What follows belongs to an exercise in optimizing a design on an open flow for small area; a production flow would make more cautious choices.
RTL that was checked went through simulation tests only; none was proved equivalent to the original.
The RTL of runs 1 and 2 was laid out without a check of its function.
Power is estimated from default activity; no workload was simulated.

### flow/design.v
`timescale 1ns/1ps
module uart_ip_top (
    sys_clk,
    reset,
    din,
    ri,
    si,
    tx,
    dout,
    ro,
    so,
    rx
);
    input           sys_clk;
    input           reset;
    input   [0:7]   din;
    input           si;
    output          ri;
    output          tx;
    output  [0:7]   dout;
    input           ro;
    output          so;
    input           rx;
    reg     [8:0]   tq;
    wire    [8:0]   tc = tq ^ 9'b001010100;
    wire            bit_tick = tc[8] & ~tc[7] & tc[6] & ~tc[5] & tc[4] & ~tc[3] & tc[2] & ~tc[0];
    wire            tc_two   = tc[8] & ~tc[7] & ~tc[5] & tc[4] & ~tc[3] & ~tc[2] & ~tc[1] & tc[0];
    always @(posedge sys_clk, posedge reset)
        if (reset)  tq <= 9'd0;
        else        tq <= {tc[7:0], tc[8] ^ tc[3] ^ bit_tick} ^ 9'b001010100;
    reg     [0:7]   tmem [0:15];
    reg     [4:0]   tcnt;
    wire            t_full = tcnt[4];
    wire            t_ne   = |tcnt;
    integer         ti;
    assign ri = si & ~t_full;
    always @(posedge sys_clk)
        if (ri) begin
            tmem[0] <= din;
            for (ti = 1; ti < 16; ti = ti + 1)
                tmem[ti] <= tmem[ti - 1];
        end
    reg     [3:0]   tpq;
    wire    [3:0]   tp = tpq ^ 4'b0011;
    reg             e_s, e_ss;       
    wire            t_idle = (tp == 4'd3);
    always @(posedge sys_clk, posedge reset)
        if (reset) begin
            tpq  <= 4'd0;
            e_s  <= 1'b0;
            e_ss <= 1'b0;
        end
        else if (bit_tick) begin
            e_s  <= t_ne;
            e_ss <= e_s;
            if (t_idle) begin
                if (e_ss) tpq <= 4'd7 ^ 4'b0011;
            end
            else tpq <= (tp + 4'd1) ^ 4'b0011;
        end
    wire            t_rd = tc_two && tp == 4'd7;
    always @(posedge sys_clk, posedge reset)
        if (reset)  tcnt <= 5'd0;
        else        tcnt <= tcnt + {4'd0, ri} - {4'd0, t_rd};
    wire    [0:7]   tperm [0:15];
    genvar          tg;
    generate
        for (tg = 0; tg < 16; tg = tg + 1) begin : g_tperm
            assign tperm[tg] = tmem[(tg + 15) % 16];
        end
    endgenerate
    wire    [0:7]   told = tperm[tcnt[3:0]];
    reg     [0:7]   dt;
    always @(posedge sys_clk)
        if (bit_tick && t_idle && e_ss) dt <= told;
    wire            dbit = dt[~tp[2:0]];
    reg             par;
    always @(posedge sys_clk)
        if (bit_tick) par <= tp[3] & (par ^ dbit);
    assign tx = tp[3] ? dbit : (tp[2] ? 1'b0 : ((tp[1] | tp[0]) ? 1'b1 : par));
    reg     [4:0]   rq;
    wire    [4:0]   rc = rq ^ 5'b11011;
    wire            s_tick = (rc == 5'b01011);
    wire            rc_two = ~rc[4] & rc[3] & rc[2] & ~rc[0];
    always @(posedge sys_clk, posedge reset)
        if (reset)  rq <= 5'd0;
        else        rq <= {rc[3:0], rc[4] ^ rc[1] ^ s_tick} ^ 5'b11011;
    reg             d1, d2, d3;
    always @(posedge sys_clk, posedge reset)
        if (reset) begin
            d1 <= 1'b0;
            d2 <= 1'b0;
            d3 <= 1'b0;
        end
        else if (s_tick) begin
            d1 <= rx;
            d2 <= d1;
            d3 <= d2;
        end
    reg             rbusy;           
    wire            ridle = ~rbusy;
    reg     [7:0]   k;
    wire            k_done = ~k[7] & ~k[6] & k[5];
    wire            r_done = ~ridle & k_done;
    always @(posedge sys_clk, posedge reset)
        if (reset) rbusy <= 1'b0;
        else if (s_tick) begin
            if (ridle) begin
                if (~d2 & d3) rbusy <= 1'b1;
            end
            else if (k_done) rbusy <= 1'b0;
        end
    always @(posedge sys_clk)
        if (s_tick) begin
            if (ridle) k <= 8'h79;
            else       k <= k + 8'd1;
        end
    reg     [0:7]   sr;
    wire            shift = k[7] & (k[3:0] == 4'hf);
    always @(posedge sys_clk)
        if (s_tick && shift) sr <= {rx, sr[0:6]};
    reg     [0:7]   ring [0:15];
    reg     [3:0]   rpos;
    reg     [4:0]   cnt;
    reg             f_s, f_ss;       
    reg             wp;              
    wire            r_full = cnt[4];
    wire            wgo    = wp & rc_two;
    wire            rd     = so & ro;
    wire    [3:0]   wpos   = rpos + cnt[3:0];
    wire            wr_now = ~ridle & ~k[7] & ~k[6] & ~r_full & (wpos == 4'd15);
    always @(posedge sys_clk, posedge reset)
        if (reset) begin
            f_s  <= 1'b0;
            f_ss <= 1'b0;
            wp   <= 1'b0;
        end
        else begin
            if (s_tick) begin
                f_s  <= r_full;
                f_ss <= f_s;
            end
            if (s_tick && r_done) wp <= ~f_ss;
            else if (rc_two)      wp <= 1'b0;
        end
    integer         ri_;
    always @(posedge sys_clk) begin
        for (ri_ = 1; ri_ < 16; ri_ = ri_ + 1)
            ring[ri_] <= ring[ri_ - 1];
        ring[0] <= wr_now ? sr : ring[15];
    end
    always @(posedge sys_clk, posedge reset)
        if (reset) begin
            rpos <= 4'd0;
            cnt  <= 5'd0;
        end
        else begin
            rpos <= rpos + {3'd0, rd} + 4'd1;
            cnt  <= cnt + {4'd0, wgo} - {4'd0, rd};
        end
    assign so   = |cnt;
    assign dout = rd ? ring[rpos] : 8'd0;
endmodule
### flow/flow/run.sh
#!/bin/bash
# Own layout flow: the standard layout (standard.sh), with these changes.
#  1. Synthesis is ORFS's (synth_recipe.tcl, unchanged), but ABC maps the
#     logic with an area-oriented script (flow/abc_map.script) in place of
#     ORFS's delay-oriented abc_speed.script. Flip-flops are mapped by
#     dfflibmap before ABC runs, so the registers are the standard ones.
#     Adders are left to ABC as plain logic (no ADDER_MAP_FILE cells and no
#     Kogge-Stone carry map), which ABC maps smaller for this design.
#  2. Port buffers use the smallest buffer cell.
#  3. Clock tree synthesis without dummy loads.
# Each tool's output goes to a log file in this folder.
set -euo pipefail
here=$(pwd)
rm -rf "$here/scripts_abc"
cp -r "$FLOW_HOME/scripts" "$here/scripts_abc"
cp "$here/flow/abc_map.script" "$here/scripts_abc/abc_speed.script"
bash standard.sh SCRIPTS_DIR="$here/scripts_abc" ADDER_MAP_FILE= SYNTH_OPERATIONS_ARGS=-nofsm synth > "$here/synth.log" 2>&1
cts="-sink_clustering_enable -repair_clock_nets -dont_use_dummy_load"
cts="$cts -sink_clustering_size $(cat flow/cts_size) -sink_clustering_max_diameter $(cat flow/cts_diam)"
cts="$cts -buf_list $(cat flow/cts_buf)"
bash standard.sh BUFFER_PORTS_ARGS="-buffer_cell sky130_fd_sc_hd__buf_1" CTS_ARGS="$cts" > "$here/layout.log" 2>&1
test -s out/final.def
### flow/flow/abc_map.script
strash
ifraig
scorr
dc2
strash
&get -n
&st
&dch
&nf -R 1000 -p -C 32 -F 8 -A 8
&put
topo
stime -c
### flow/flow/cts_buf
sky130_fd_sc_hd__clkbuf_16
### flow/flow/cts_diam
100
### flow/flow/cts_size
30
### flow/standard.sh
#!/bin/bash
# synth_recipe.tcl (not shown) runs the flow's synth.tcl, then flattens the netlist and writes it again
# the make line also repeats each setting of config.mk as NAME=value (left out here)
make -C /OpenROAD-flow-scripts/flow DESIGN_CONFIG=/design/flow/config.mk WORK_HOME=/design/flow/orfs CLKGATE_MAP_FILE= SYNTH_SCRIPT=/design/flow/synth_recipe.tcl "${@:-finish}"
### flow/config.mk
export PLATFORM = sky130hd
export DESIGN_NAME = uart_ip_top
export DESIGN_NICKNAME = uart_ip_top
export VERILOG_FILES = /design/flow/design.v
export SDC_FILE = /design/flow/constraint.sdc
export NUM_CORES = 4
export LEC_CHECK = 0
export CAP_MARGIN = 20
export CORE_MARGIN = 2
export CORE_UTILIZATION = 60
export SLEW_MARGIN = 20
### flow/constraint.sdc
create_clock -name core_clock -period 20.0 [get_ports {sys_clk}]
set_input_delay 4.0000 -clock core_clock [delete_from_list [all_inputs] [get_ports {sys_clk}]]
set_output_delay 4.0000 -clock core_clock [all_outputs]
set_load 0.01 [all_outputs]
==> metrics.cfg, run 1 <==
[outcome]
status = timing/DRC/antenna clean

[power]
clkPwrFrac_pct = 21.5
p_seq_share_pct = 60.3
total_power_mw = 1.43
vdd_ir_drop_max_uv = 110
p_leak_nw = 3.82
power.internal_mw = 1.01
p_comb_share_pct = 18.2
swShare_pct = 29.2
p_switching_mw = 0.418
pwr_density_cell_nw_per_um2 = 126

[cells_and_area]
synthToLayoutAreaGrowth_pct = 8.37
final_core_util_pct = 66.0
layout.cells.most_common_list = 153 x edfxtp_1, 128 x dfxtp_1, 52 x a222oi_1
nets = 718
final_common_cell = edfxtp_1
finalInstanceArea_um2 = 11300
drive_above_1_share_pct = 5.41
antennaDiodeCount = 0
instances_no_fill = 928

[worst_setup_path]
cp.arrival_ps = 5020
crit_path_end_kind = output pin
required_ps = 16000
startpoint_type = input port
crit_type = input port to output pin
crit_fanout = 11

[floorplan]
initial_core_util_pct = 60.9
die_x_um = 136
rows = 48
die_h_um = 136
io_pins = 24
dieArea_um2 = 18500
core_area_um2 = 17200

[sta]
setup-tns-final_ps = 0
whs_ps = 353
fmax_mhz = 111
rsz0062_at_grt = no
hold_violations = 0
finalCriticalPeriod_ps = 9020
worst-slew-pin-transition_ps = 1000
slew_viol_final = 0
setup_slack_ps = 10980
skew_ps = 20.6
setup_viol = 0
slew_headroom_pct = 32.9
period_share_pct = 45.1

[worst_hold_path]
min_path_type = register to register

[global_route]
grt_first_pass_wirelength_um = 33400
antenna_found_initial = 0
grt_pass1_vias = 5970
grt_max_degree = 76
grt_remaining_overflow = 0
grt.total_usage_pct = 23.8

[placement]
hpwl_um = 13800
pre_cts_ws_ps = 10990
routabilityCongestion = 0.815
place_inst = 914
post_dp_cell_area_um2 = 11000
port_buffers = 23

[detailed_routing]
ant_nets = 0
viasPerCell = 6.43
wirelength_um = 21600
drt_iter0_drc = 1127
post-route-drc-count = 0
num_vias = 5963
routedWlPerCell_um = 23.3
drtPass1Iterations = 6

[synthesis]
yosysSeqAreaShare_pct = 78.2
synth.ff_latch_count = 322
avgSynthCellArea_um2 = 16.1
async_reset_ff_share_pct = 12.7
synth_fp_nets = 662
synth_cell_types = 36
synth_area_um2 = 10500
yosys_warnings = 3
ys.flop_type = edfxtp_1
synthCells = 649
synth-edff-count = 153

[clock_tree]
cts_tree = yes
ctsRootBufferMaster = clkbuf_16
clock_sinks = 322
cts_hold_buf = 0
cts_setup_buffers = 0
cts_resized = 0
clk_path_buf_depth = 3
htreeDepth = 1
path_clk_slew_ps = 120
clk_latency_ps = 480
cts_buffers = 14

[job]
cap_violations = 0

-- logic make-up (layout without fill, tap and decap cells) --
family | count (synthesis) | in the layout | synth area share (%)
muxes | 16 | 16 | 1.94
AOI/OAI and AO/OA | 141 | 141 | 11.0
and+or+nand+nor | 130 | 130 | 6.25
buffers and inverters | 14 | 68 | 0.502
DFF | 322 | 322 | 78.2
xor gates and xnor gates | 26 | 26 | 2.18
-- worst max-delay path: stages --
cell,delay (ps)
buf_1,120
nand2_1,360
a41oi_1,350
buf_1,190
-- registers in the layout, indices dropped and copies added, names as in the netlist, 5 cells and up --
register  flops
tq            9
cnt           5
dt            8
tcnt          5
k             8
ring        128
sr            8
rq            5
tmem        128
-- power groups by stage --
stage          clock [mW]  sequential, mW  combinational [mW]
2_1_floorplan           0           0.863               0.169
3_3_place_gp            0           0.870               0.249
3_5_place_dp            0           0.874               0.258
4_1_cts             0.317           0.861               0.258
5_1_grt             0.336           0.872               0.282
6_report            0.307           0.862               0.260
-- cell usage after synthesis, drive strengths merged (3+ instances only) --
library cell | count | area share, %
and4 | 6 | 0.50
nand3 | 8 | 0.38
nor2b | 9 | 0.54
mux2 | 14 | 1.5
edfxtp | 153 | 44
nand2b | 9 | 0.54
a21oi | 11 | 0.53
and3 | 4 | 0.24
xor2 | 10 | 0.84
nand4 | 13 | 0.78
nor2 | 31 | 1.1
a222oi | 52 | 5.0
o21ai | 11 | 0.53
a31oi | 11 | 0.66
dfrtp | 41 | 9.8
a22o | 4 | 0.33
a22oi | 30 | 2.2
dfxtp | 128 | 24
clkinv | 14 | 0.50
nor4 | 3 | 0.18
a221oi | 10 | 0.84
xnor2 | 16 | 1.3
nor3 | 15 | 0.72
nand2 | 29 | 1.0
-- area by class of cell --
cell class,count,area (um^2)
flip-flops and latches,322,8180
fillers,1241,5830
multi-input cells,313,2260
clock buffers,14,350
well taps,225,282
repair buffers,40,214
inverters,14,52.6
-- per-layer routing --
metal / global-route usage, % / wire length, um
met5: 0 / 0
met4: 6.31 / 386
met3: 4.40 / 1780
met2: 40.2 / 10600
met1: 32.1 / 8850
-- worst paths after layout --
kind / cells past startpoint / start / to / slack, ps
max reg2reg: 8 / cnt[2]$_DFF_PP0_ / cnt[4]$_DFF_PP0_ / 17450
min in group asynchronous: 3 / reset / tq[8]$_DFF_PP0_ / 3600
max in group asynchronous: 3 / reset / tq[3]$_DFF_PP0_ / 16040
min reg2reg: 0 / ring[8][1]$_DFF_P_ / ring[9][1]$_DFF_P_ / 350
min: 0 / ring[8][1]$_DFF_P_ / ring[9][1]$_DFF_P_ / 350
max: 4 / ro / dout[4] / 10980
==> inputs of run 2 (changes only) <==
==> flow/flow/cts_buf (replaced) <==
{sky130_fd_sc_hd__clkbuf_8 sky130_fd_sc_hd__clkbuf_16}
==> run 2 against run 1 <==
Compared with the run above:
- via count stayed put
- critical path type unchanged
- largest cell class unchanged
- area after synthesis is the same
- worst setup slack is the same
- critical endpoint unchanged
==> metrics.cfg, run 2 <==
[detailed_routing]
drtPass1Iterations = 6  ; unchanged
num_vias = 5963  ; unchanged
ant_nets = 0  ; unchanged
wirelength_um = 21600  ; unchanged
viasPerCell = 6.43  ; unchanged
post-route-drc-count = 0  ; unchanged
routedWlPerCell_um = 23.3  ; unchanged
drt_iter0_drc = 1127  ; unchanged

[synthesis]
synth_cell_types = 36  ; unchanged
synth_largest_area_cell = edfxtp_1
synth_xor_xnor_area_share_pct = 2.18  ; unchanged
synth.ff_latch_count = 322  ; unchanged
yosysMostFrequentCell = edfxtp_1
synth_mux_area_share_pct = 1.94  ; unchanged
synth_fp_nets = 662  ; unchanged
yosys_warnings = 3  ; unchanged
yosysSeqAreaShare_pct = 78.2  ; unchanged
synth_top_area_share_pct = 43.9  ; unchanged
synthCells = 649  ; unchanged
synth_area_um2 = 10500  ; unchanged
ys.flop_type = edfxtp_1
synth-edff-count = 153  ; unchanged
synth_fa_ha_area_share_pct = 0  ; unchanged
synth_top_family_by_area = compound AO/OA/AOI/OAI gates
synth_compound_area_share_pct = 11.0  ; unchanged
synthSimpleGateAreaFrac_pct = 6.25  ; unchanged
avgSynthCellArea_um2 = 16.1  ; unchanged
synth_area_leaders = edfxtp_1 44%, dfxtp_1 24%, dfrtp_1 9.8%
async_reset_ff_share_pct = 12.7  ; unchanged
netlist_top_cells_count = 153 x edfxtp_1, 128 x dfxtp_1, 52 x a222oi_1, 41 x dfrtp_1, 31 x nor2_1

[worst_setup_path]
reg2reg_depth = 8  ; unchanged
cp_cell_sequence = buf_1 -> nand2_1 -> a41oi_1 -> buf_1
r2r_end = cnt[4]$_DFF_PP0_
cp.arrival_ps = 5020  ; about the same
crit_top_cell = buf_1
crit_type = input port to output pin
required_ps = 16000  ; about the same
crit_path_end_kind = output pin
slowest_delay_ps = 360  ; about the same
ff2ff_setup_slack_ps = 17450  ; about the same
startpoint_type = input port
crit_fanout = 11  ; unchanged
critPathSlowestCell = nand2_1
timing.rr.start = cnt[2]$_DFF_PP0_

[floorplan]
die_x_um = 136  ; unchanged
die_h_um = 136  ; unchanged
rows = 48  ; unchanged
initial_core_util_pct = 60.9  ; unchanged
io_pins = 24  ; unchanged
core_area_um2 = 17200  ; unchanged
dieArea_um2 = 18500  ; unchanged

[global_route]
grt_pass1_vias = 5970  ; unchanged
grt_max_degree = 76  ; unchanged
grt.total_usage_pct = 23.8  ; unchanged
grt_remaining_overflow = 0  ; unchanged
antenna_found_initial = 0  ; unchanged
grt_first_pass_wirelength_um = 33400  ; unchanged

[sta]
finalCriticalPeriod_ps = 9020  ; unchanged
rsz0062_at_grt = no
setup-tns-final_ps = 0  ; unchanged
slew_viol_final = 0  ; unchanged
setup_viol = 0  ; unchanged
fmax_mhz = 111  ; unchanged
hold_violations = 0  ; unchanged
worst-slew-pin-transition_ps = 1000  ; unchanged
slew_headroom_pct = 32.9  ; unchanged
skew_ps = 20.6  ; unchanged
period_share_pct = 45.1  ; unchanged

[clock_tree]
htreeDepth = 1  ; unchanged
cts_resized = 0  ; unchanged
clk_path_buf_depth = 3  ; unchanged
clk_latency_ps = 480  ; about the same
cts_buffers = 14  ; unchanged
cts_tree = yes
clock_sinks = 322  ; unchanged
path_clk_slew_ps = 120  ; about the same
ctsRootBufferMaster = clkbuf_16
cts_hold_buf = 0  ; unchanged
cts_setup_buffers = 0  ; unchanged

[cells_and_area]
final_common_cell = edfxtp_1
nFillCells = 1241  ; unchanged
synthToLayoutAreaGrowth_pct = 8.37  ; unchanged
nets = 718  ; unchanged
layout.cells.most_common_list = 153 x edfxtp_1, 128 x dfxtp_1, 52 x a222oi_1
final_core_util_pct = 66.0  ; unchanged
top_regs = ring: 128 flops, tmem: 128 flops, tq: 9 flops
antennaDiodeCount = 0  ; unchanged
finalInstanceArea_um2 = 11300  ; unchanged
drive_above_1_share_pct = 5.41  ; unchanged

[power]
p_switching_mw = 0.418  ; unchanged
p_leak_nw = 3.82  ; unchanged
p_comb_share_pct = 18.2  ; about the same
total_power_mw = 1.43  ; unchanged
pwr_density_cell_nw_per_um2 = 126  ; unchanged
power.internal_mw = 1.01  ; unchanged
swShare_pct = 29.2  ; unchanged
vdd_ir_drop_max_uv = 110  ; unchanged
p_seq_share_pct = 60.3  ; about the same
clkPwrFrac_pct = 21.5  ; about the same

[worst_hold_path]
min_path_cells = 0  ; unchanged
hold-path-endpoint = ring[9][1]$_DFF_P_
hp-start = ring[8][1]$_DFF_P_
min_path_type = register to register

[job]
cap_violations = 0  ; unchanged

[placement]
port_buffers = 23  ; unchanged
hpwl_um = 13800  ; unchanged
post_dp_cell_area_um2 = 11000  ; unchanged
routabilityCongestion = 0.815  ; unchanged

[outcome]
status = timing/DRC/antenna clean

-- run 2: cell families after synthesis --
family,count (synthesis)
and+or+nand+nor,130
DFF,322
xor gates and xnor gates,26
muxes,16
AOI/OAI and AO/OA,141
buffers and inverters,14
-- run 2: worst max-delay path, delay by kind of cell --
family,cells,cell delay [ps]
compound gates,1,350
simple gates,1,360
buf+inv,2,310
-- run 2: how the worst max path moves through the flow --
stage,end,from,slack (ps)
detailed placement,ri,si,10990
finish,dout[4],ro,10980
floorplan,ri,si,6250
global placement,ri,si,11000
global route,ri,si,10860
CTS,ri,si,10990
-- run 2: metrics by stage --
step / setup WS, ps / instances / hold WS, ps
final: 10980 / 928 / 353
after global routing: 10860 / 928 / 356
after CTS: 10990 / 928 / 357
after detailed placement: 10990 / 914 / 335
after global placement: 11000 / 914 / 333
after floorplan: 6250 / 649 / 330
-- run 2: routing by layer --
metal  vias up  wire length [um]  GRT usage, %
li1       2690                 -             -
met5         -                 0             0
met2       283             10600          40.2
met4         0               386          6.31
met1      2953              8850          32.1
met3        37              1780          4.40
-- run 2: final cells by class --
type                    count  area, um^2  share of cell area (%)
inverters                  14        52.6                   0.463
well taps                 225         282                    2.48
multi-input cells         313        2260                    19.9
flip-flops and latches    322        8180                    72.1
repair buffers             40         214                    1.89
clock buffers              14         350                    3.09
-- run 2: power by group through the flow --
stage | clock (mW) | combinational (mW) | sequential [mW]
4_1_cts | 0.317 | 0.258 | 0.861
5_1_grt | 0.336 | 0.282 | 0.872
3_3_place_gp | 0 | 0.249 | 0.870
2_1_floorplan | 0 | 0.169 | 0.863
6_report | 0.307 | 0.260 | 0.862
3_5_place_dp | 0 | 0.258 | 0.874
==> inputs of run 3 (changes only) <==
--- a/flow/design.v
+++ b/flow/design.v
@@ -31,14 +31,16 @@
     reg     [0:7]   tmem [0:15];
     reg     [4:0]   tcnt;
+    reg     [3:0]   twpos;
     wire            t_full = tcnt[4];
     wire            t_ne   = |tcnt;
+    wire    [3:0]   twnext = twpos + 4'd1;
     integer         ti;
     assign ri = si & ~t_full;
     always @(posedge sys_clk)
-        if (ri) begin
-            tmem[0] <= din;
-            for (ti = 1; ti < 16; ti = ti + 1)
-                tmem[ti] <= tmem[ti - 1];
-        end
+        for (ti = 0; ti < 16; ti = ti + 1)
+            tmem[ti] <= ~((ri && twnext == ti) ? ((ti % 2) ? din : ~din) : tmem[(ti + 15) % 16]);
+    always @(posedge sys_clk, posedge reset)
+        if (reset)  twpos <= 4'd0;
+        else        twpos <= twnext + {3'd0, ri};
     reg     [3:0]   tpq;
     wire    [3:0]   tp = tpq ^ 4'b0011;
@@ -63,15 +65,7 @@
         if (reset)  tcnt <= 5'd0;
         else        tcnt <= tcnt + {4'd0, ri} - {4'd0, t_rd};
-    wire    [0:7]   tperm [0:15];
-    genvar          tg;
-    generate
-        for (tg = 0; tg < 16; tg = tg + 1) begin : g_tperm
-            assign tperm[tg] = tmem[(tg + 15) % 16];
-        end
-    endgenerate
-    wire    [0:7]   told = tperm[tcnt[3:0]];
     reg     [0:7]   dt;
     always @(posedge sys_clk)
-        if (bit_tick && t_idle && e_ss) dt <= told;
+        if (t_idle && twpos == tcnt[3:0]) dt <= tmem[0];
     wire            dbit = dt[~tp[2:0]];
     reg             par;
==> flow/flow/cts_buf (replaced) <==
sky130_fd_sc_hd__clkbuf_16
--- a/flow/config.mk
+++ b/flow/config.mk
@@ -9,3 +9,6 @@
 export CORE_MARGIN = 2
 export CORE_UTILIZATION = 60
+export CTS_BUF_LIST = sky130_fd_sc_hd__clkbuf_16
+export CTS_CLUSTER_DIAMETER = 80
+export CTS_CLUSTER_SIZE = 30
 export SLEW_MARGIN = 20
==> run 3 against run 2 <==
Compared with the run above:
- still clean on timing, DRC and antenna
- combinational power increased by 2%
- count of clock-buffer cells in the layout unchanged
- fmax about the same
- highest routed layer unchanged
- critical path depth unchanged
- largest power group unchanged
==> metrics.cfg, run 3 <==
[synthesis]
ys.flop_type = dfxtp_1
synthCells = 789  ; +22%
yosysMostFrequentCell = dfxtp_1
synth-edff-count = 25  ; -84%
synth_largest_area_cell = dfxtp_1
synth.ff_latch_count = 326  ; +1.2%
netlist_top_cells_count = 256 x dfxtp_1, 71 x nand2_1, 65 x mux2i_1, 59 x o21ai_0, 45 x dfrtp_1
yosys_warnings = 3  ; unchanged
synth_fp_nets = 802  ; +21%
synth_area_um2 = 10100  ; -3.8%
synth_top_area_share_pct = 50.9  ; +7.0 points
synth_cell_types = 38  ; +5.6%
yosysSeqAreaShare_pct = 69.6  ; -8.6 points
async_reset_ff_share_pct = 13.8  ; +1.1 points
synth_area_leaders = dfxtp_1 51%, dfrtp_1 11%, edfxtp_1 7.5%
avgSynthCellArea_um2 = 12.8  ; -21%

[worst_setup_path]
startpoint_type = input port
timing.rr.start = twpos[1]$_DFF_PP0_
crit_type = input port to output pin
startpoint = ro
cp.arrival_ps = 5030  ; about the same
crit_fanout = 11  ; unchanged
reg2reg_depth = 4  ; -4
crit_path_end_kind = output pin
r2r_end = tmem[7][1]$_DFF_P_
required_ps = 16000  ; about the same
ff2ff_setup_slack_ps = 17290  ; -160 ps

[placement]
port_buffers = 23  ; unchanged
routabilityCongestion = 0.852  ; +4.5%
hpwl_um = 13100  ; -4.6%

[worst_hold_path]
hold-path-endpoint = ring[13][3]$_DFF_P_
min_path_cells = 0  ; unchanged
min_path_type = register to register
hp-start = ring[12][3]$_DFF_P_

[cells_and_area]
top_regs = ring: 128 flops, tmem: 128 flops, tq: 9 flops
synthToLayoutAreaGrowth_pct = 8.48
nets = 855  ; +19%
final_core_util_pct = 66.3  ; +0.27 points
drive_above_1_share_pct = 4.05  ; -1.4 points
final_common_cell = dfxtp_1
antennaDiodeCount = 0  ; unchanged
nFillCells = 1258  ; +1.4%
layout.cells.most_common_list = 256 x dfxtp_1, 71 x nand2_1, 65 x mux2i_1

[job]
cap_violations = 0  ; unchanged

[detailed_routing]
wirelength_um = 20100  ; -6.9%
drt_iter0_drc = 608  ; -46%
post-route-drc-count = 0  ; unchanged
viasPerCell = 5.81  ; -9.6%
drtPass1Iterations = 5  ; -1
num_vias = 6157  ; +3.3%
ant_nets = 0  ; unchanged
routedWlPerCell_um = 19.0  ; -19%

[sta]
slew_headroom_pct = 29.3  ; -3.5 points
setup_viol = 0  ; unchanged
hold_violations = 0  ; unchanged
worst-slew-pin-transition_ps = 1060  ; +52.8 ps
slew_viol_final = 0  ; unchanged
skew_ps = 35.1  ; +14.5 ps
finalCriticalPeriod_ps = 9030  ; +5.00 ps
rsz0062_at_grt = no
period_share_pct = 45.1  ; about the same
setup-tns-final_ps = 0  ; unchanged
fmax_mhz = 111  ; about the same

[floorplan]
io_pins = 24  ; unchanged
rows = 47  ; -2.1%
initial_core_util_pct = 61.1  ; +0.19 points
die_x_um = 134  ; -1.9%
dieArea_um2 = 17800  ; -3.7%
core_area_um2 = 16500  ; -4.1%
die_h_um = 134  ; -1.9%

[clock_tree]
ctsRootBufferMaster = clkbuf_16
clk_path_buf_depth = 3  ; unchanged
cts_tree = yes
cts_setup_buffers = 0  ; unchanged
clk_latency_ps = 490  ; about the same
cts_resized = 0  ; unchanged
cts_hold_buf = 0  ; unchanged
path_clk_slew_ps = 110  ; about the same
htreeDepth = 1  ; unchanged
clock_sinks = 326  ; +1.2%
cts_buffers = 14  ; unchanged

[global_route]
antenna_found_initial = 0  ; unchanged
grt_max_degree = 46  ; -39%
grt.total_usage_pct = 22.9  ; -0.85 points
grt_first_pass_wirelength_um = 32500  ; -2.6%
grt_pass1_vias = 6284  ; +5.3%
grt_remaining_overflow = 0  ; unchanged

[power]
p_leak_nw = 4.22  ; +10%
pwr_density_cell_nw_per_um2 = 136  ; +7.6%
vdd_ir_drop_max_uv = 96.5  ; -12%

[outcome]
status = timing/DRC/antenna clean

run 3: cell count changes after synthesis, moves of 7 or more:
cell and delta:
a21oi_1 +14, dfxtp_1 +128, nand4_1 -7, mux2i_1 +65
nor2_1 +8, a22oi_1 -11, a222oi_1 -24, nand2_1 +42
xor2_1 +9, a221oi_1 -7, edfxtp_1 -128, o21ai_0 +48
run 3: per-layer routing:
layer  track usage (%)  vias to the layer above  part of all wire (%)
met4              7.74                        0                   2.9
met2              40.8                      162                    50
li1                  -                     2955                     -
met1              29.1                     2997                    43
met5                 0                        -                     0
met3              2.85                       43                   4.0
run 3: how the worst max path moves through the flow:
stage                   end  slack, ps  depth (start not counted)
floorplan           dout[7]      11520                          2
global placement    dout[7]      11100                          4
detailed placement  dout[2]      11030                          4
CTS                 dout[4]      10980                          4
global route        dout[4]      10940                          4
finish              dout[4]      10970                          4
run 3: where the power goes:
| part | switching, mW | internal (mW) |
|---|---|---|
| Sequential | 0.0845 | 0.820 |
| Clock | 0.183 | 0.127 |
| Combinational | 0.153 | 0.113 |
| Total | 0.421 | 1.06 |
run 3: kinds of logic (layout without fill, tap and decap cells):
kind of cell,count (synthesis),in the layout,synth area share (%)
mux,81,81,8.48
buf+inv,15,66,0.559
fa+ha+maj,1,1,0.0994
compound gates,151,151,9.82
simple gates,179,179,8.35
flops,326,326,69.6
xor+xnor,36,36,3.13
run 3: stage by stage:
stage	hold slack [ps]	setup slack [ps]	std cells	power, mW	cell area, um^2
after global placement	333	11100	1046	1.17	10600
after detailed placement	335	11030	1046	1.18	10600
after floorplan	330	11520	789	1.08	10100
final	335	10970	1060	1.48	10900
after CTS	341	10980	1060	1.49	10900
after global routing	347	10940	1060	1.56	10900
run 3: critical path, stage by stage:
cell and delay [ps]:
buf_1 130, nand2_1 370, a31oi_1 340, buf_1 180
run 3: final cells by class:
type / instances / area, um^2 / area share (%)
clock buffers: 14 / 350 / 3.21
inverters: 15 / 56.3 / 0.516
multi-input cells: 448 / 3040 / 27.9
flip-flops and latches: 326 / 7000 / 64.1
well taps: 220 / 275 / 2.52
repair buffers: 37 / 191 / 1.75
==> inputs of run 4 (changes only) <==
--- a/flow/config.mk
+++ b/flow/config.mk
@@ -9,6 +9,4 @@
 export CORE_MARGIN = 2
 export CORE_UTILIZATION = 60
-export CTS_BUF_LIST = sky130_fd_sc_hd__clkbuf_16
-export CTS_CLUSTER_DIAMETER = 80
-export CTS_CLUSTER_SIZE = 30
+export GPL_TIMING_DRIVEN = 0
 export SLEW_MARGIN = 20
==> run 4 against run 3 <==
Compared with the run above:
- still clean
- synthesized cell count stayed put
- hold slack better by 11 ps
- combinational power barely moved
- via count is 0.47% lower
- clock skew fell by 16 ps
- power is essentially flat
- wire length increased by 0.54%
- sequential power increased by 0.6%
- core utilization hardly changed
- count of clock-buffer cells in the layout unchanged
- clock power shrank 2%
- cell area is essentially flat
- highest routed layer unchanged
==> metrics.cfg, run 4 <==
[synthesis]
synth_largest_area_cell = dfxtp_1
synth_top_area_share_pct = 50.9  ; unchanged
synth_area_leaders = dfxtp_1 51%, dfrtp_1 11%, edfxtp_1 7.5%
ys.flop_type = dfxtp_1
synth.ff_latch_count = 326  ; unchanged
synth-edff-count = 25  ; unchanged
synth_fp_nets = 802  ; unchanged
netlist_top_cells_count = 256 x dfxtp_1, 71 x nand2_1, 65 x mux2i_1, 59 x o21ai_0, 45 x dfrtp_1
yosysMostFrequentCell = dfxtp_1
synthCells = 789  ; unchanged
avgSynthCellArea_um2 = 12.8  ; unchanged
yosys_warnings = 3  ; unchanged
synth_cell_types = 38  ; unchanged
yosysSeqAreaShare_pct = 69.6  ; unchanged
synth_area_um2 = 10100  ; unchanged
async_reset_ff_share_pct = 13.8  ; unchanged

[sta]
rsz0062_at_grt = no
setup-tns-final_ps = 0  ; unchanged
finalCriticalPeriod_ps = 9250  ; +223 ps
hold_violations = 0  ; unchanged
slew_viol_final = 0  ; unchanged
period_share_pct = 46.2  ; +1.1 points
setup_viol = 0  ; unchanged
fmax_mhz = 108  ; -2.4%
slew_headroom_pct = 33.1  ; +3.7 points
setup_slack_ps = 10750  ; -223 ps
worst-slew-pin-transition_ps = 1000  ; -55.5 ps
skew_ps = 18.8  ; -16.3 ps

[power]
p_leak_nw = 4.19  ; -0.74%
p_switching_mw = 0.424  ; +0.67%
p_comb_share_pct = 17.9  ; about the same
vdd_ir_drop_max_uv = 113  ; +17%
swShare_pct = 28.7  ; +0.22 points
p_seq_share_pct = 61.4  ; +0.3 points
clkPwrFrac_pct = 20.6  ; -0.4 points
pwr_density_cell_nw_per_um2 = 136  ; about the same
total_power_mw = 1.48  ; about the same
power.internal_mw = 1.06  ; -0.39%

[clock_tree]
htreeDepth = 1  ; unchanged
ctsRootBufferMaster = clkbuf_16
cts_setup_buffers = 0  ; unchanged
path_clk_slew_ps = 100  ; about the same
cts_resized = 0  ; unchanged
cts_tree = yes
clk_latency_ps = 480  ; about the same
cts_hold_buf = 0  ; unchanged
clock_sinks = 326  ; unchanged
clk_path_buf_depth = 3  ; unchanged
cts_buffers = 14  ; unchanged

[detailed_routing]
ant_nets = 0  ; unchanged
routedWlPerCell_um = 19.2  ; +1.3%
post-route-drc-count = 0  ; unchanged
wirelength_um = 20200  ; +0.54%
drt_iter0_drc = 573  ; -5.8%
drtPass1Iterations = 5  ; unchanged
num_vias = 6128  ; -0.47%
viasPerCell = 5.83  ; +0.29%

[worst_setup_path]
cp.arrival_ps = 5250  ; +220 ps
timing.rr.start = tq[7]$_DFF_PP0_
critPathSlowestCell = a31oi_1
startpoint = ro
crit_path_end_kind = output pin
crit_fanout = 11  ; unchanged
crit_top_cell = buf_1
crit_type = input port to output pin
slowest_delay_ps = 490  ; +120 ps
ff2ff_setup_slack_ps = 17330  ; +40 ps
startpoint_type = input port
cp_cell_sequence = buf_1 -> nand2_1 -> a31oi_1 -> buf_1
required_ps = 16000  ; about the same

[floorplan]
core_area_um2 = 16500  ; unchanged
die_h_um = 134  ; unchanged
dieArea_um2 = 17800  ; unchanged
rows = 47  ; unchanged
io_pins = 24  ; unchanged
die_x_um = 134  ; unchanged
initial_core_util_pct = 61.1  ; unchanged

[cells_and_area]
instances_no_fill = 1052  ; -0.75%
finalInstanceArea_um2 = 10900  ; about the same
multi_input_area_um2 = 3090  ; +1.6%
drive_above_1_share_pct = 4.69  ; +0.64 points
antennaDiodeCount = 0  ; unchanged
layout.cells.most_common_list = 256 x dfxtp_1, 71 x nand2_1, 65 x mux2i_1
nFillCells = 1270  ; +0.95%
nets = 847  ; -0.94%
top_regs = ring: 128 flops, tmem: 128 flops, tq: 9 flops
final_common_cell = dfxtp_1
seqCellArea_um2 = 7000  ; unchanged
synthToLayoutAreaGrowth_pct = 8.42  ; about the same

[placement]
routabilityCongestion = 0.815  ; -4.4%
hpwl_um = 13200  ; +0.92%
place_inst = 1038  ; -0.76%
pre_cts_ws_ps = 10820  ; -209 ps
post_dp_cell_area_um2 = 10600  ; about the same
port_buffers = 23  ; unchanged

[global_route]
grt_remaining_overflow = 0  ; unchanged
grt_max_degree = 44  ; -4.3%
grt_pass1_vias = 6030  ; -4.0%
grt_first_pass_wirelength_um = 32400  ; -0.38%
grt.total_usage_pct = 23.0  ; +0.074 points
antenna_found_initial = 0  ; unchanged

[outcome]
status = timing/DRC/antenna clean

[job]
cap_violations = 0  ; unchanged

[worst_hold_path]
hp-start = ring[7][3]$_DFF_P_
min_path_type = register to register

run 4: cell counts after synthesis:
Identical to the previous run, type by type.
run 4: cell families after synthesis:
| family | count (synthesis) | share of synthesized area (%) |
|---|---|---|
| buf+inv | 15 | 0.559 |
| flops | 326 | 69.6 |
| simple gates | 179 | 8.35 |
| mux | 81 | 8.48 |
| compound gates | 151 | 9.82 |
| xor+xnor | 36 | 3.13 |
| fa+ha+maj | 1 | 0.0994 |
run 4: final timing paths:
check / end / depth (start not counted)
worst max-delay path: dout[0] / 4
worst min-delay path: ring[8][3]$_DFF_P_ / 0
worst max register to register: tcnt[4]$_DFF_PP0_ / 9
worst min register to register: ring[8][3]$_DFF_P_ / 0
max in group asynchronous: twpos[0]$_DFF_PP0_ / 3
min in group asynchronous: cnt[2]$_DFF_PP0_ / 2
run 4: cell type report:
| type | count | share of cell area, % |
|---|---|---|
| Clock buffer | 14 | 3.21 |
| Sequential cell | 326 | 64.2 |
| Tap cell | 220 | 2.52 |
| Timing Repair Buffer | 29 | 1.23 |
| Inverter | 15 | 0.527 |
| Multi-Input combinational cell | 448 | 28.4 |
run 4: critical path, delay by kind of cell:
| kind | cells | cell delay (ps) |
|---|---|---|
| simple gates | 1 | 420 |
| compound gates | 1 | 490 |
| buf+inv | 2 | 350 |
run 4: metrics by stage:
stage / hold slack, ps / util [%]
global route: 357 / 66.3
global placement: 332 / 63.3
finish: 347 / 66.3
floorplan: 330 / -
detailed placement: 337 / 64.1
CTS: 356 / 66.3
run 4: metal layers:
layer	global-route usage, %	part of all wire (%)	up-vias
met5	0	0	-
met4	6.50	2.6	0
met3	3.50	4.8	45
met2	41.2	51	174
met1	29.1	41	2971
li1	-	-	2938
run 4: power groups by stage:
stage | clock, mW | sequential, mW | combinational [mW]
CTS | 0.315 | 0.909 | 0.266
detailed placement | 0 | 0.921 | 0.262
global placement | 0 | 0.913 | 0.244
floorplan | 0 | 0.886 | 0.192
global route | 0.336 | 0.923 | 0.293
finish | 0.305 | 0.909 | 0.265
==> inputs of run 5 (changes only) <==
--- a/flow/config.mk
+++ b/flow/config.mk
@@ -9,4 +9,3 @@
 export CORE_MARGIN = 2
 export CORE_UTILIZATION = 60
-export GPL_TIMING_DRIVEN = 0
 export SLEW_MARGIN = 20
==> run 5 against run 4 <==
Compared with the run above:
- still clean
- hold slack worse by 11 ps
- synthesized cell count stayed put
- core utilization hardly changed
- sequential power is 0.6% lower
- final cell count is 0.76% higher
- power hardly changed
- via count is 0.47% higher
- register-to-register slack worse by 40 ps
- largest power group unchanged
==> metrics.cfg, run 5 <==
[worst_setup_path]
crit_type = input port to output pin
worst-path-buf-inv = 2  ; unchanged
crit_path_end_kind = output pin
crit_top_cell = buf_1
cp_cell_sequence = buf_1 -> nand2_1 -> a31oi_1 -> buf_1
slowest_delay_ps = 370  ; -120 ps
cp.arrival_ps = 5030  ; -220 ps
crit_fanout = 11  ; unchanged
startpoint_type = input port
critPathSlowestCell = nand2_1
required_ps = 16000  ; about the same
worst_path_dominant_cell_family = simple AND/OR/NAND/NOR gates

[global_route]
grt.total_usage_pct = 22.9  ; -0.074 points
grt_remaining_overflow = 0  ; unchanged
grt_first_pass_wirelength_um = 32500  ; +0.39%
grt_max_degree = 46  ; +4.5%
antenna_found_initial = 0  ; unchanged
grt_pass1_vias = 6284  ; +4.2%

[clock_tree]
clock_sinks = 326  ; unchanged
ctsRootBufferMaster = clkbuf_16
cts_hold_buf = 0  ; unchanged
clk_latency_ps = 490  ; about the same
cts_resized = 0  ; unchanged
path_clk_slew_ps = 110  ; about the same
clk_path_buf_depth = 3  ; unchanged
cts_tree = yes
htreeDepth = 1  ; unchanged
cts_setup_buffers = 0  ; unchanged
cts_buffers = 14  ; unchanged

[synthesis]
avgSynthCellArea_um2 = 12.8  ; unchanged
synth_cell_types = 38  ; unchanged
synth_fa_ha_area_share_pct = 0.0994  ; unchanged
synth_area_um2 = 10100  ; unchanged
ys.flop_type = dfxtp_1
yosysMostFrequentCell = dfxtp_1
synth_mux_area_share_pct = 8.48  ; unchanged
synthSimpleGateAreaFrac_pct = 8.35  ; unchanged
synth_xor_xnor_area_share_pct = 3.13  ; unchanged
synth_fp_nets = 802  ; unchanged
synth.ff_latch_count = 326  ; unchanged
synth-edff-count = 25  ; unchanged
synth_compound_area_share_pct = 9.82  ; unchanged
yosys_warnings = 3  ; unchanged
synth_top_area_share_pct = 50.9  ; unchanged
synthCells = 789  ; unchanged
async_reset_ff_share_pct = 13.8  ; unchanged
synth_top_family_by_area = compound AO/OA/AOI/OAI gates
netlist_top_cells_count = 256 x dfxtp_1, 71 x nand2_1, 65 x mux2i_1, 59 x o21ai_0, 45 x dfrtp_1
yosysSeqAreaShare_pct = 69.6  ; unchanged
synth_largest_area_cell = dfxtp_1
synth_area_leaders = dfxtp_1 51%, dfrtp_1 11%, edfxtp_1 7.5%

[floorplan]
core_area_um2 = 16500  ; unchanged
rows = 47  ; unchanged
die_h_um = 134  ; unchanged
dieArea_um2 = 17800  ; unchanged
die_x_um = 134  ; unchanged
io_pins = 24  ; unchanged
initial_core_util_pct = 61.1  ; unchanged

[cells_and_area]
instances_no_fill = 1060  ; +0.76%
top_regs = ring: 128 flops, tmem: 128 flops, tq: 9 flops
antennaDiodeCount = 0  ; unchanged
nets = 855  ; +0.94%
layout.cells.most_common_list = 256 x dfxtp_1, 71 x nand2_1, 65 x mux2i_1
final_common_cell = dfxtp_1
synthToLayoutAreaGrowth_pct = 8.48  ; about the same
drive_above_1_share_pct = 4.05  ; -0.64 points

[detailed_routing]
ant_nets = 0  ; unchanged
viasPerCell = 5.81  ; -0.29%
routedWlPerCell_um = 19.0  ; -1.3%
num_vias = 6157  ; +0.47%
drtPass1Iterations = 5  ; unchanged
wirelength_um = 20100  ; -0.53%
post-route-drc-count = 0  ; unchanged
drt_iter0_drc = 608  ; +6.1%

[sta]
skew_ps = 35.1  ; +16.3 ps
finalCriticalPeriod_ps = 9030  ; -223 ps
slew_headroom_pct = 29.3  ; -3.7 points
setup-tns-final_ps = 0  ; unchanged
hold_violations = 0  ; unchanged
rsz0062_at_grt = no
whs_ps = 335  ; -11.4 ps
fmax_mhz = 111  ; +2.5%
slew_viol_final = 0  ; unchanged
setup_slack_ps = 10970  ; +223 ps
period_share_pct = 45.1  ; -1.1 points
setup_viol = 0  ; unchanged
worst-slew-pin-transition_ps = 1060  ; +55.5 ps

[power]
vdd_ir_drop_max_uv = 96.5  ; -15%
p_leak_nw = 4.22  ; +0.74%
pwr_density_cell_nw_per_um2 = 136  ; about the same
total_power_mw = 1.48  ; about the same

[placement]
pre_cts_ws_ps = 11030  ; +209 ps
port_buffers = 23  ; unchanged
place_inst = 1046  ; +0.77%
routabilityCongestion = 0.852  ; +4.6%
hpwl_um = 13100  ; -0.91%

[outcome]
status = timing/DRC/antenna clean

[job]
cap_violations = 0  ; unchanged

[worst_hold_path]
min_path_type = register to register

## run 5: cell counts after synthesis
Identical to the previous run, type by type.
## run 5: logic make-up (layout without fill, tap and decap cells)
group                    Yosys count  in the layout
buffers and inverters             15             66
AND/OR/NAND/NOR                  179            179
multiplexers                      81             81
XOR/XNOR                          36             36
adder cells (fa/ha/maj)            1              1
flip-flops                       326            326
AO/OA/AOI/OAI                    151            151
## run 5: routing by layer
metal / routed length, um / up-vias / track usage (%)
met5: 0 / - / 0
met4: 578 / 0 / 7.74
met3: 807 / 43 / 2.85
met1: 8690 / 2997 / 29.1
li1: - / 2955 / -
met2: 10100 / 162 / 40.8
## run 5: per-stage QoR
step,utilization [%],instance area (um^2)
3_3_place_gp,64.1,10600
6_report,66.3,10900
5_1_grt,66.3,10900
3_5_place_dp,64.1,10600
4_1_cts,66.3,10900
2_1_floorplan,-,10100
## run 5: final timing paths
path                                startpoint                  end  depth (start not counted)  slack (ps)
max                                         ro              dout[4]                          4       10970
min                        ring[12][3]$_DFF_P_  ring[13][3]$_DFF_P_                          0         340
max reg2reg                 twpos[1]$_DFF_PP0_   tmem[7][1]$_DFF_P_                          4       17290
min reg2reg                ring[12][3]$_DFF_P_  ring[13][3]$_DFF_P_                          0         340
max in group asynchronous                reset   twpos[1]$_DFF_PP0_                          2       15720
min in group asynchronous                reset     cnt[1]$_DFF_PP0_                          2        3670
## run 5: area by class of cell
type	instances	area (um^2)
clock buffer	14	350
fill	1258	5550
inverter	15	56.3
multi-input combinational	448	3040
sequential	326	7000
tap	220	275
timing repair buffer	37	191
## run 5: power by group
| group | leakage [nW] | total (mW) | switching, mW | internal, mW |
|---|---|---|---|---|
| Clock | 0.173 | 0.310 | 0.183 | 0.127 |
| Combinational | 1.18 | 0.266 | 0.153 | 0.113 |
| Sequential | 2.88 | 0.904 | 0.0845 | 0.820 |
==> inputs of run 6 (changes only) <==
--- a/flow/config.mk
+++ b/flow/config.mk
@@ -6,6 +6,6 @@
 export NUM_CORES = 4
 export LEC_CHECK = 0
-export CAP_MARGIN = 20
+export CAP_MARGIN = 0
 export CORE_MARGIN = 2
 export CORE_UTILIZATION = 60
-export SLEW_MARGIN = 20
+export SLEW_MARGIN = 0
==> run 6 against run 5 <==
Compared with the run above:
- still clean
- synthesized cell count unchanged
- die area unchanged
- largest power group unchanged
- count of clock-buffer cells in the layout unchanged
- highest routed layer unchanged
==> metrics.cfg, run 6 <==
[outcome]
status = timing/DRC/antenna clean

[cells_and_area]
top_regs = ring: 128 flops, tmem: 128 flops, tq: 9 flops
synthToLayoutAreaGrowth_pct = 8.38  ; about the same
multi_input_area_um2 = 3030  ; -0.58%
nFillCells = 1267  ; +0.72%
finalInstanceArea_um2 = 10900  ; about the same
antennaDiodeCount = 0  ; unchanged
layout.cells.most_common_list = 256 x dfxtp_1, 71 x nand2_1, 65 x mux2i_1
seqCellArea_um2 = 7000  ; unchanged
final_common_cell = dfxtp_1
drive_above_1_share_pct = 4.16  ; +0.11 points
final_core_util_pct = 66.3  ; about the same
nets = 856  ; +0.12%

[sta]
setup-tns-final_ps = 0  ; unchanged
fmax_mhz = 111  ; +0.53%
slew_viol_final = 0  ; unchanged
whs_ps = 338  ; +3.23 ps
skew_ps = 31.6  ; -3.54 ps
finalCriticalPeriod_ps = 8980  ; -47.4 ps
period_share_pct = 44.9  ; -0.24 points
setup_viol = 0  ; unchanged
hold_violations = 0  ; unchanged
slew_headroom_pct = 31.0  ; +1.6 points
rsz0062_at_grt = no
setup_slack_ps = 11020  ; +47.4 ps
worst-slew-pin-transition_ps = 1030  ; -29.0 ps

[synthesis]
synthCells = 789  ; unchanged
synth_fp_nets = 802  ; unchanged
synth_cell_types = 38  ; unchanged
ys.flop_type = dfxtp_1
synth_top_area_share_pct = 50.9  ; unchanged
synth_xor_xnor_area_share_pct = 3.13  ; unchanged
yosysMostFrequentCell = dfxtp_1
synth-edff-count = 25  ; unchanged
synth_largest_area_cell = dfxtp_1
netlist_top_cells_count = 256 x dfxtp_1, 71 x nand2_1, 65 x mux2i_1, 59 x o21ai_0, 45 x dfrtp_1
synth.ff_latch_count = 326  ; unchanged
synthSimpleGateAreaFrac_pct = 8.35  ; unchanged
synth_mux_area_share_pct = 8.48  ; unchanged
avgSynthCellArea_um2 = 12.8  ; unchanged
synth_area_leaders = dfxtp_1 51%, dfrtp_1 11%, edfxtp_1 7.5%
yosys_warnings = 3  ; unchanged
synth_fa_ha_area_share_pct = 0.0994  ; unchanged
synth_top_family_by_area = compound AO/OA/AOI/OAI gates
synth_area_um2 = 10100  ; unchanged
async_reset_ff_share_pct = 13.8  ; unchanged
synth_compound_area_share_pct = 9.82  ; unchanged
yosysSeqAreaShare_pct = 69.6  ; unchanged

[worst_setup_path]
startpoint = ro
cp.arrival_ps = 4980  ; -50 ps
worst_path_dominant_cell_family = simple AND/OR/NAND/NOR gates
slowest_delay_ps = 360  ; about the same
ff2ff_setup_slack_ps = 17310  ; +20 ps
crit_fanout = 11  ; unchanged
reg2reg_depth = 4  ; unchanged
r2r_end = tmem[7][1]$_DFF_P_
crit_path_end_kind = output pin
required_ps = 16000  ; about the same
crit_type = input port to output pin
cp_cell_sequence = buf_1 -> nand2_1 -> a31oi_1 -> buf_1
path_depth = 4  ; unchanged
startpoint_type = input port
worst-path-buf-inv = 2  ; unchanged
timing.rr.start = twpos[1]$_DFF_PP0_
crit_top_cell = buf_1
critPathSlowestCell = nand2_1
crit_path_end = dout[2]

[detailed_routing]
wirelength_um = 20000  ; -0.45%
post-route-drc-count = 0  ; unchanged
num_vias = 6197  ; +0.65%
drtPass1Iterations = 5  ; unchanged
viasPerCell = 5.84  ; +0.55%
ant_nets = 0  ; unchanged
drt_iter0_drc = 554  ; -8.9%
routedWlPerCell_um = 18.9  ; -0.54%

[power]
pwr_density_cell_nw_per_um2 = 135  ; -0.24%
p_seq_share_pct = 61.1  ; about the same
p_leak_nw = 4.23  ; about the same
swShare_pct = 28.2  ; -0.21 points
power.internal_mw = 1.06  ; about the same
vdd_ir_drop_max_uv = 108  ; +12%
p_switching_mw = 0.417  ; -1.1%
clkPwrFrac_pct = 20.9  ; about the same
p_comb_share_pct = 18.0  ; about the same

[placement]
hpwl_um = 13100  ; -0.31%
post_dp_cell_area_um2 = 10600  ; about the same
port_buffers = 23  ; unchanged
pre_cts_ws_ps = 11030  ; +4.50 ps
routabilityCongestion = 0.852  ; unchanged

[clock_tree]
cts_setup_buffers = 0  ; unchanged
cts_buffers = 14  ; unchanged
clk_latency_ps = 500  ; about the same
clk_path_buf_depth = 3  ; unchanged
cts_hold_buf = 0  ; unchanged
ctsRootBufferMaster = clkbuf_16
clock_sinks = 326  ; unchanged
path_clk_slew_ps = 110  ; about the same
htreeDepth = 1  ; unchanged
cts_tree = yes
cts_resized = 0  ; unchanged

[global_route]
grt_max_degree = 46  ; unchanged
grt_first_pass_wirelength_um = 32300  ; -0.72%
antenna_found_initial = 0  ; unchanged
grt_remaining_overflow = 0  ; unchanged
grt.total_usage_pct = 22.9  ; -0.067 points
grt_pass1_vias = 6236  ; -0.76%

[floorplan]
rows = 47  ; unchanged
initial_core_util_pct = 61.1  ; unchanged
die_h_um = 134  ; unchanged
dieArea_um2 = 17800  ; unchanged
io_pins = 24  ; unchanged
core_area_um2 = 16500  ; unchanged
die_x_um = 134  ; unchanged

[job]
cap_violations = 0  ; unchanged

[worst_hold_path]
min_path_type = register to register

run 6: cell counts after synthesis:
Identical to the previous run, type by type.
run 6: worst min-delay path by stage:
stage                                    from                   to  slack [ps]  cells past startpoint
final                      ring[7][0]$_DFF_P_   ring[8][0]$_DFF_P_         340                      0
after global routing      ring[12][3]$_DFF_P_  ring[13][3]$_DFF_P_         350                      0
after CTS                  ring[7][0]$_DFF_P_   ring[8][0]$_DFF_P_         330                      0
after detailed placement   ring[9][1]$_DFF_P_  ring[10][1]$_DFF_P_         340                      0
after global placement     ring[2][7]$_DFF_P_   ring[3][7]$_DFF_P_         330                      0
after floorplan           ring[10][5]$_DFF_P_  ring[11][5]$_DFF_P_         330                      0
run 6: stage by stage:
stage / std cells / power, mW
finish: 1061 / 1.48
global route: 1061 / 1.55
CTS: 1060 / 1.49
detailed placement: 1046 / 1.18
global placement: 1046 / 1.17
floorplan: 789 / 1.08
run 6: layout make-up:
type	instances	share of cell area [%]
inverter	15	0.516
tap	220	2.52
clock buffer	14	3.21
sequential	326	64.2
timing repair buffer	38	1.82
multi-input combinational	448	27.7
run 6: layer usage:
metal  track usage, %  vias to the layer above  wire length, um
met5                0                        -                0
met4             8.45                        0              715
met3             3.23                       57              967
met2             40.1                      180             9910
met1             29.0                     3010             8450
li1                 -                     2950                -
run 6: cell families after synthesis:
logic type	Yosys count
AO/OA/AOI/OAI	151
buffers and inverters	15
adder cells (fa/ha/maj)	1
flip-flops	326
multiplexers	81
XOR/XNOR	36
AND/OR/NAND/NOR	179
run 6: power groups by stage:
stage               Clock, mW  Sequential, mW  Combinational (mW)
floorplan                   0           0.886               0.192
global placement            0           0.912               0.255
detailed placement          0           0.915               0.265
CTS                     0.318           0.902               0.266
global route            0.340           0.918               0.295
finish                  0.309           0.902               0.265
run 6: worst reg2reg max path: stages (launching register included):
cell and delay (ps):
dfrtp_1 530, clkinv_1 260, nor3_1 750, nand3_1 690, mux2i_1 380
==> inputs of run 7 (changes only) <==
--- a/flow/flow/run.sh
+++ b/flow/flow/run.sh
@@ -2,5 +2,5 @@
 # Own layout flow: the standard layout (standard.sh), with these changes.
 #  1. Synthesis is ORFS's (synth_recipe.tcl, unchanged), but ABC maps the
-#     logic with an area-oriented script (flow/abc_map.script) in place of
+#     logic with an area-only script (flow/abc_map.script, ABC amap) in place of
 #     ORFS's delay-oriented abc_speed.script. Flip-flops are mapped by
 #     dfflibmap before ABC runs, so the registers are the standard ones.
==> flow/flow/abc_map.script (replaced) <==
strash
ifraig
scorr
dc2
strash
dch
amap -F 4 -A 8
topo
stime -c
--- a/flow/config.mk
+++ b/flow/config.mk
@@ -6,6 +6,6 @@
 export NUM_CORES = 4
 export LEC_CHECK = 0
-export CAP_MARGIN = 0
+export CAP_MARGIN = 20
 export CORE_MARGIN = 2
 export CORE_UTILIZATION = 60
-export SLEW_MARGIN = 0
+export SLEW_MARGIN = 20
==> run 7 against run 6 <==
Compared with the run above:
- register-to-register slack worse by 130 ps
- clock skew shrank 2.6 ps
- fmax is 1.1% higher
- worst setup slack better by 97 ps
- count of clock-buffer cells in the layout unchanged
- critical path depth unchanged
- sequential share of layout area rose by 3.0 points
- cell area fell by 4.4%
- sequential cell count did not move
- die area fell by 3.6%
- first-iteration DRC count rose by 6.5%
- global-route usage rose by 2.7 points
- critical endpoint is now dout[0]
==> metrics.cfg, run 7 <==
[outcome]
status = timing/DRC/antenna clean

[sta]
rsz0062_at_grt = no
slew_headroom_pct = 32.8  ; +1.8 points
setup_viol = 0  ; unchanged
fmax_mhz = 113  ; +1.1%
worst-slew-pin-transition_ps = 1000  ; -26.2 ps
hold_violations = 0  ; unchanged
finalCriticalPeriod_ps = 8880  ; -96.6 ps
skew_ps = 29.0  ; -2.60 ps
period_share_pct = 44.4  ; -0.48 points
slew_viol_final = 0  ; unchanged
setup-tns-final_ps = 0  ; unchanged

[floorplan]
core_area_um2 = 15800  ; -3.9%
die_x_um = 131  ; -1.8%
die_h_um = 131  ; -1.8%
rows = 46  ; -2.1%
dieArea_um2 = 17200  ; -3.6%
initial_core_util_pct = 61.2  ; +0.085 points
io_pins = 24  ; unchanged

[cells_and_area]
synthToLayoutAreaGrowth_pct = 7.61
nets = 852  ; -0.47%
drive_above_1_share_pct = 2.15  ; -2.0 points
final_common_cell = dfxtp_1
antennaDiodeCount = 0  ; unchanged
layout.cells.most_common_list = 256 x dfxtp_1, 139 x o22ai_1, 68 x clkinv_1
finalInstanceArea_um2 = 10400  ; -4.4%
top_regs = ring: 128 flops, tmem: 128 flops, tq: 9 flops
final_core_util_pct = 65.9  ; -0.38 points

[global_route]
grt.total_usage_pct = 25.6  ; +2.7 points
grt_remaining_overflow = 0  ; unchanged
antenna_found_initial = 0  ; unchanged
grt_max_degree = 46  ; unchanged
grt_first_pass_wirelength_um = 33700  ; +4.6%
grt_pass1_vias = 6385  ; +2.4%

[synthesis]
synth-edff-count = 25  ; unchanged
async_reset_ff_share_pct = 13.8  ; unchanged
ys.flop_type = dfxtp_1
yosys_warnings = 3  ; unchanged
synth_fp_nets = 809  ; +0.87%
synth_top_area_share_pct = 52.9  ; +2.0 points
synthCells = 796  ; +0.89%
synth.ff_latch_count = 326  ; unchanged
netlist_top_cells_count = 256 x dfxtp_1, 139 x o22ai_1, 68 x clkinv_1, 62 x nor2_1, 45 x dfrtp_1
avgSynthCellArea_um2 = 12.2  ; -4.6%
synth_cell_types = 36  ; -5.3%
synth_area_leaders = dfxtp_1 53%, dfrtp_1 12%, o22ai_1 9.0%
synth_area_um2 = 9690  ; -3.7%
yosysMostFrequentCell = dfxtp_1
synth_largest_area_cell = dfxtp_1
yosysSeqAreaShare_pct = 72.3  ; +2.7 points

[detailed_routing]
viasPerCell = 6.21  ; +6.4%
routedWlPerCell_um = 20.3  ; +7.6%
post-route-drc-count = 0  ; unchanged
drtPass1Iterations = 6  ; +1
ant_nets = 0  ; unchanged
num_vias = 6542  ; +5.6%
drt_iter0_drc = 590  ; +6.5%
wirelength_um = 21400  ; +6.8%

[placement]
routabilityCongestion = 0.867  ; +1.7%
port_buffers = 23  ; unchanged
post_dp_cell_area_um2 = 10100  ; -4.5%
hpwl_um = 13900  ; +6.4%

[worst_setup_path]
crit_type = input port to output pin
cp.arrival_ps = 4880  ; -100 ps
required_ps = 16000  ; about the same
crit_path_end_kind = output pin
crit_fanout = 12  ; +1
startpoint_type = input port

[clock_tree]
clk_latency_ps = 500  ; about the same
cts_hold_buf = 0  ; unchanged
clk_path_buf_depth = 3  ; unchanged
cts_setup_buffers = 0  ; unchanged
cts_buffers = 14  ; unchanged
cts_resized = 0  ; unchanged
htreeDepth = 1  ; unchanged
clock_sinks = 326  ; unchanged
path_clk_slew_ps = 110  ; about the same
ctsRootBufferMaster = clkbuf_16
cts_tree = yes

[power]
power.internal_mw = 0.811  ; -23%
p_switching_mw = 0.257  ; -38%
p_leak_nw = 3.73  ; -12%
p_seq_share_pct = 63.4  ; +2.3 points
vdd_ir_drop_max_uv = 75.4  ; -30%
clkPwrFrac_pct = 28.8  ; +7.9 points
p_comb_share_pct = 7.7  ; -10 points
pwr_density_cell_nw_per_um2 = 102  ; -24%
swShare_pct = 24.0  ; -4.2 points

[job]
cap_violations = 0  ; unchanged

[worst_hold_path]
min_path_type = register to register

-- run 7: cell count changes after synthesis, sizes merged, moves of 6 or more --
cell,before,now
mux2,14,0
o22a,0,13
nand2b,9,1
o22ai,1,139
nand2,71,34
mux2i,65,0
nor2,39,62
xor2,19,0
a21oi,25,12
xnor2,17,0
a22o,0,6
clkinv,15,68
nor2b,7,0
o21ai,59,23
-- run 7: metal layers --
metal  up-vias  share of wire (%)  global-route usage, %
li1       3080                  -                      -
met2       237                 48                   44.1
met5         -                  0                      0
met1      3188                 44                   34.3
met3        37                5.5                   3.37
met4         0                2.3                   6.76
-- run 7: critical path, stage by stage --
cell     delay, ps
buf_1           60
nand2_1        310
a31oi_1        320
buf_1          180
-- run 7: path summary, 6_finish.rpt --
| kind | slack (ps) | end | from | depth (start not counted) |
|---|---|---|---|---|
| max | 11120 | dout[0] | ro | 4 |
| min | 340 | ring[5][0]$_DFF_P_ | ring[4][0]$_DFF_P_ | 0 |
| max reg2reg | 17180 | tmem[1][2]$_DFF_P_ | twpos[0]$_DFF_PP0_ | 8 |
| min reg2reg | 340 | ring[5][0]$_DFF_P_ | ring[4][0]$_DFF_P_ | 0 |
| max in group asynchronous | 15990 | d3$_DFFE_PP0P_ | reset | 3 |
| min in group asynchronous | 3610 | tpq[3]$_DFFE_PP0P_ | reset | 3 |
-- run 7: final cells by class --
class | count | area [um^2]
Clock buffer | 14 | 350
Fill cell | 1204 | 5400
Inverter | 68 | 255
Multi-Input combinational cell | 402 | 2430
Sequential cell | 326 | 7000
Tap cell | 216 | 270
Timing Repair Buffer | 27 | 116
-- run 7: cell families (layout without fill, tap and decap cells) --
group,after synthesis,after routing,share of synthesized area (%)
buffers and inverters,68,109,2.63
flip-flops,326,326,72.3
AO/OA/AOI/OAI,270,270,19.2
AND/OR/NAND/NOR,132,132,5.88
-- run 7: stage by stage --
stage	total power [mW]	setup WS, ps	hold WS (ps)	cells
after floorplan	0.740	11540	330	796
after global placement	0.771	11140	333	1039
after detailed placement	0.773	11120	337	1039
after CTS	1.07	11120	329	1053
after global routing	1.10	11040	344	1053
final	1.07	11120	337	1053
-- run 7: power groups by stage --
stage | Combinational [mW] | Sequential (mW) | Clock [mW]
after detailed placement | 0.0808 | 0.692 | 0
after global placement | 0.0792 | 0.692 | 0
final | 0.0824 | 0.677 | 0.308
after floorplan | 0.0505 | 0.690 | 0
after CTS | 0.0812 | 0.677 | 0.315
after global routing | 0.0905 | 0.679 | 0.335

-- static timing again, ports no longer ideal --
The flow's constraints put no driver on any port. The routed layouts listed below were extracted and timed again, unchanged, in two steps.
Step 1 sets driving cells, clkbuf_16 on the clock port and buf_2 on the other inputs (assumed; they add their load-dependent delay and slew).
Step 2 times the ports against the registers' clock, not the clock port: input delays grow and output delays shrink by t, the midpoint of the rising clock arrivals with the driver on.
Three values: ideal, step 1, step 2; two values: the first two.
| run | t, ns | setup WS [ns] | worst hold slack (ns) | worst slew at a driven data input, ns | cell pins on the clock port's net |
|---|---|---|---|---|---|
| run 1 | 0.513 | 10.978 / 10.956 / 10.956 | 0.353 / 0.353 / 0.353 | 0.03 | 1 |
| run 2 | 0.513 | 10.978 / 10.956 / 10.956 | 0.353 / 0.353 / 0.353 | 0.03 | 1 |
| run 3 | 0.522 | 10.974 / 10.947 / 10.947 | 0.335 / 0.335 / 0.335 | 0.03 | 1 |
| run 4 | 0.514 | 10.751 / 10.725 / 10.725 | 0.347 / 0.347 / 0.347 | 0.05 | 1 |
| run 5 | 0.522 | 10.974 / 10.947 / 10.947 | 0.335 / 0.335 / 0.335 | 0.03 | 1 |
| run 6 | 0.525 | 11.021 / 10.997 / 10.997 | 0.338 / 0.338 / 0.338 | 0.03 | 1 |
| run 7 | 0.524 | 11.117 / 11.093 / 11.093 | 0.337 / 0.337 / 0.337 | 0.04 | 1 |
After both steps every run listed still meets setup and hold.
